What follows belongs to an exercise in optimizing a design on an open flow for small area; a production flow would make more cautious choices. Only simulation tests tie the RTL to the original design; equivalence was not proved.

==> inputs of job 923 <==
==> flow/design.v (excerpt) <==
module Controller_FIR (
    input  [7:0]  VPPG,
    input         Find_Setting,
    input         CLK,
    input         rst_n,
    output [6:0]  DC_Comp,
    output [3:0]  pga_Gain,
    output        LED_IR,
    output        LED_RED,
    output [19:0] Out_RED_Filtered,
    output [19:0] Out_IR_Filtered,
    output [3:0]  LED_Drive
);
clock: 10.0 ns
lec_check: 0
abc_area: 1
cap_margin: 20
core_margin: 2
core_utilization: 65
slew_margin: 20
standard.sh (not shown) runs the stock make flow with config.mk's settings and CLKGATE_MAP_FILE= SYNTH_SCRIPT=/design/flow/synth_recipe.tcl, a recipe that flattens the netlist after the stock synthesis.
==> flow/flow/run.sh <==
#!/bin/bash
# Standard layout with two changes: the smallest plain buffer (buf_1) for the
# port buffers, and clock tree synthesis without dummy loads.
set -euo pipefail
export BUFFER_PORTS_ARGS="-buffer_cell sky130_fd_sc_hd__buf_1"
export CTS_ARGS="-sink_clustering_enable -repair_clock_nets -sink_clustering_size 24 -sink_clustering_max_diameter 50 -buf_list sky130_fd_sc_hd__clkbuf_8 -dont_use_dummy_load"
bash standard.sh finish > flow_make.log 2>&1
==> job 5982 (differences from job 923) <==
--- a/flow/design.v
+++ b/flow/design.v
@@ -1,6 +1,6 @@
-module Controller(Vppg, Find_Setting, CLK, rst_n, DC_Comp, PGA_Gain, LED_RED, osc, cnt, smp, dnew, hist);
+module Controller(Vppg, Find_Setting, CLK, rst_n, DC_Comp, PGA_Gain, LED_RED, osc, cnt, smp, dnew, hist, dc_go);
 input        CLK;
 input        rst_n;
 input        Find_Setting;
 input  [7:0] Vppg;
 output reg       LED_RED;        
@@ -8,10 +8,11 @@
 output reg [6:0] DC_Comp;
 output           osc;            
 output     [3:0] cnt;            
 output     [7:0] smp;            
 input      [8:0] dnew;           
+input            dc_go;          
 output    [44:0] hist;           
 localparam [2:0] INITIAL           = 3'b001;
 localparam [2:0] IDLE              = 3'b010;
 localparam [2:0] FIND_SETTING      = 3'b000;
 localparam [2:0] SWEEP_DC_COMP     = 3'b011;
@@ -24,16 +25,16 @@
 reg [6:0] DC_Comp_RED;           
 reg [1:0] red_on_flag;
 reg [7:0] temp_min, temp_max;    
 reg [8:0] h0, h1, h2, h3, h4;    
 reg       min9, max9;
-wire [6:0] DC_left      = h0[6:0];
-wire       start        = h0[7];
+wire [6:0] DC_left      = h3[6:0];
+wire       start        = h3[7];
 wire [6:0] DC_right     = h1[6:0];
 wire [6:0] DC_half      = h2[6:0];    
 wire [3:0] gaintemp_max = {h2[8:7], h1[8:7]};
-wire [9:0] min_index    = {min9, h3};
+wire [9:0] min_index    = {min9, h0};
 wire [9:0] max_index    = {max9, h4};
 reg [9:0] counter_n;
 reg [3:0] PGA_Gain_IR_n;
 reg [3:0] PGA_Gain_RED_n;
 reg [2:0] nextState_n;
@@ -74,14 +75,10 @@
 wire        mid_ge7 = (|mid[9:3]) | (&mid[2:0]);
 wire        sw_in   = ~e_ge7 & e_gem7 & mid_ge7;
 wire        sw_past = e_ge7;
 wire        pg_in  = e_co & ~(|e_s[9:4]);
 wire        pg_end = pg_in & (&e_s[3:0]);
-wire [6:0]  dd_s;
-wire        dd_co;
-rc_add #(7) sub_dd(.a(DC_right), .b(~DC_left), .ci(1'b1), .s(dd_s), .co(dd_co));
-wire        dc_go = ~dd_co | (|dd_s[6:1]);
 wire        v_hi  = Vppg[7];
 wire        v_lo  = ~Vppg[7] & ~(&Vppg[6:0]);
 wire [6:0]  dcs_s;
 wire        dcs_co;
 rc_add #(7) add_dcs(.a(DC_Comp), .b(v_lo ? DC_left : DC_right), .ci(1'b0), .s(dcs_s), .co(dcs_co));
@@ -291,63 +288,71 @@
         h1 <= 9'd0;
         h2 <= 9'd0;
         h3 <= 9'd0;
         h4 <= 9'd0;
     end else begin
-        h0 <= {h0[8], start_n, DC_left_n};
+        h0 <= min_index_n[8:0];
         h1 <= {gaintemp_max_n[1:0], DC_right_n};
         h2 <= {gaintemp_max_n[3:2], DC_half_n};
-        h3 <= min_index_n[8:0];
+        h3 <= {h3[8], start_n, DC_left_n};
         h4 <= max_index_n[8:0];
     end
 end
 endmodule
 module rc_add #(parameter W = 8) (
     input  [W-1:0] a,
     input  [W-1:0] b,
     input          ci,
     output [W-1:0] s,
-    output         co
+    output         co,
+    output [W:0]   cv        
 );
     wire [W:0] c;
+    assign cv = c;
     assign c[0] = ci;
     genvar i;
     generate
         for (i = 0; i < W; i = i + 1) begin : bit_
             assign s[i]   = a[i] ^ b[i] ^ c[i];
             assign c[i+1] = (a[i] & b[i]) | (c[i] & (a[i] ^ b[i]));
         end
     endgenerate
     assign co = c[W];
 endmodule
-module FIR_Filter(CLK, rst_n, osc, led_red, cnt, vin, smp, hist, dnew, out_red, out_ir);
+module FIR_Filter(CLK, rst_n, osc, led_red, cnt, vin, smp, hist, dnew, dc_go, out_red, out_ir);
 input         CLK;
 input         rst_n;
 input         osc;       
 input         led_red;   
 input  [3:0]  cnt;       
 input  [7:0]  vin;       
 input  [7:0]  smp;       
 input  [44:0] hist;      
 output [8:0]  dnew;      
+output        dc_go;     
 output [19:0] out_red;
 output [19:0] out_ir;
 reg [18:0] y_red, y_ir;
-reg [15:0] d0, d1;                
+reg [15:0] d0n, d1n;              
+wire [15:0] d0 = ~d0n;
+wire [15:0] d1 = ~d1n;
 wire [8:0] a1 = hist[8:0];
 wire [8:0] a2 = hist[17:9];
 wire [8:0] b1 = hist[26:18];
 wire [8:0] b2 = hist[35:27];
 wire [8:0] c0 = hist[44:36];
 wire odd   = cnt[0];
 wire own   = led_red ^ odd;       
 wire [2:0] p = cnt[3:1];
-wire [8:0] u = own ? a2 : ((p[2] | (p[1] & p[0])) ? a1 : b1);
-wire [8:0] v = own ? b2 : ((p == 3'd4) ? b1 : c0);
+wire       sel2 = own | ~osc;    
+wire [8:0] u = sel2 ? a2 : ((p[2] | (p[1] & p[0])) ? a1 : b1);
+wire [8:0] v = sel2 ? b2 : ((p == 3'd4) ? b1 : c0);
 wire [9:0] w;
 wire       w_co;
-rc_add #(10) sub_w(.a({u[8], u}), .b(~{v[8], v}), .ci(1'b1), .s(w), .co(w_co));
+wire [10:0] w_cv;
+rc_add #(10) sub_w(.a({u[8], u}), .b(~{v[8], v}), .ci(1'b1), .s(w), .co(w_co), .cv(w_cv));
+assign dc_go = ~w_cv[7] | (|w[6:1]);
 wire [15:0] w1  = {{6{w[9]}}, w};
 wire [15:0] w2  = {{5{w[9]}}, w, 1'b0};
 wire [15:0] w4  = {{4{w[9]}}, w, 2'b0};
 wire [15:0] w8  = {{3{w[9]}}, w, 3'b0};
 wire [15:0] w16 = {{2{w[9]}}, w, 4'b0};
@@ -395,12 +400,12 @@
         y_red <= yr_n;
         y_ir  <= yi_n;
     end
 end
 always @(posedge CLK) begin
-    d0 <= d1;
-    d1 <= osc ? d_n : 16'd0;
+    d0n <= d1n;
+    d1n <= ~(osc ? d_n : 16'd0);
 end
 assign out_red = {1'b0, y_red};
 assign out_ir  = {1'b0, y_ir};
 endmodule
 module Controller_FIR (
@@ -419,13 +424,14 @@
     wire       osc;
     wire [3:0] cnt;
     wire [7:0] smp;
     wire [8:0] dnew;
     wire [44:0] hist;
+    wire        dc_go;
     assign LED_IR    = ~LED_RED;
     assign LED_Drive = 4'd8;
     Controller ct(.Vppg(VPPG), .Find_Setting(Find_Setting), .CLK(CLK), .rst_n(rst_n),
                   .DC_Comp(DC_Comp), .PGA_Gain(pga_Gain), .LED_RED(LED_RED),
-                  .osc(osc), .cnt(cnt), .smp(smp), .dnew(dnew), .hist(hist));
+                  .osc(osc), .cnt(cnt), .smp(smp), .dnew(dnew), .hist(hist), .dc_go(dc_go));
     FIR_Filter fir(.CLK(CLK), .rst_n(rst_n), .osc(osc), .led_red(LED_RED), .cnt(cnt),
-                   .vin(VPPG), .smp(smp), .hist(hist), .dnew(dnew), .out_red(Out_RED_Filtered), .out_ir(Out_IR_Filtered));
+                   .vin(VPPG), .smp(smp), .hist(hist), .dnew(dnew), .dc_go(dc_go), .out_red(Out_RED_Filtered), .out_ir(Out_IR_Filtered));
 endmodule
==> flow/run.sh (new file) <==
#!/bin/bash
# synth_recipe.tcl (not shown) runs the flow's synth.tcl, then flattens the netlist and writes it again
# the make line also repeats each setting of config.mk as NAME=value (left out here)
make -C /OpenROAD-flow-scripts/flow DESIGN_CONFIG=/design/flow/config.mk WORK_HOME=/design/flow/orfs CLKGATE_MAP_FILE= SYNTH_SCRIPT=/design/flow/synth_recipe.tcl finish
--- a/flow/config.mk
+++ b/flow/config.mk
@@ -6,7 +6,10 @@
 export NUM_CORES = 4
 export LEC_CHECK = 0
 export ABC_AREA = 1
 export CAP_MARGIN = 20
 export CORE_MARGIN = 2
-export CORE_UTILIZATION = 65
+export CORE_UTILIZATION = 50
+export CTS_BUF_LIST = sky130_fd_sc_hd__clkbuf_8
+export CTS_CLUSTER_DIAMETER = 50
+export CTS_CLUSTER_SIZE = 24
 export SLEW_MARGIN = 20
removed: flow/flow/run.sh
removed: flow/standard.sh
==> summary.txt <==
* Status: no timing/DRC/antenna violations
* Worst-Margin Slew at 1.10 ns
* Nonclk inv count at 253
* Met3 wire len at 1.84 mm
* Wire length per cell at 18.5 um
* P&R area growth vs syn at 6.22%
* Standard-cell row count at 48
* Number of instances in the placed design at 1,434
-- figures above: job 923

==> summary.txt <==
* Status: no timing/DRC/antenna violations
* Post-synthesis sequential area ratio at 42.3%
* Worst-Margin Slew at 1.00 ns
* Hold WS at 0.340 ns
* Number of instances in the placed design at 1,427
* CP Max Fanout at 10
* Met3 wire len at 1.41 mm
* Wire length per cell at 19.7 um
* Post-CTS Hold Fix Bufs at 0
* Nets@finish at 1,326
* Standard-cell row count at 54
* Worst slew margin at 32.6%
* Final Hold Vio Count at 0
* Nonclk inv count at 205
-- figures above: job 5982

[re-timing with driven ports]
The results above use ideal ports. As a check the final layouts listed here were re-extracted and re-timed, cells and wires unchanged.
Step 1 assumes that a clkbuf_16 drives the clock port and a buf_2 every other input.
Step 2 also shifts input and output timing later by t, the mid clock arrival at the registers, as if the neighbouring blocks saw the same clock.
Slacks: ideal ports / drivers / drivers and shift; pairs: ideal ports / drivers.
run	shift t [ns]	slack for setup (ns)	hold WS [ns]	latest minus earliest clock arrival (ns)	worst slew at a driven data input, ns
job 923	0.502	0.433 / 0.433 / 0.433	0.344 / 0.344 / 0.344	0.038 / 0.038	0.04
job 5982	0.522	0.463 / 0.463 / 0.463	0.340 / 0.340 / 0.340	0.020 / 0.021	0.04
After both steps every run listed still meets setup and hold.
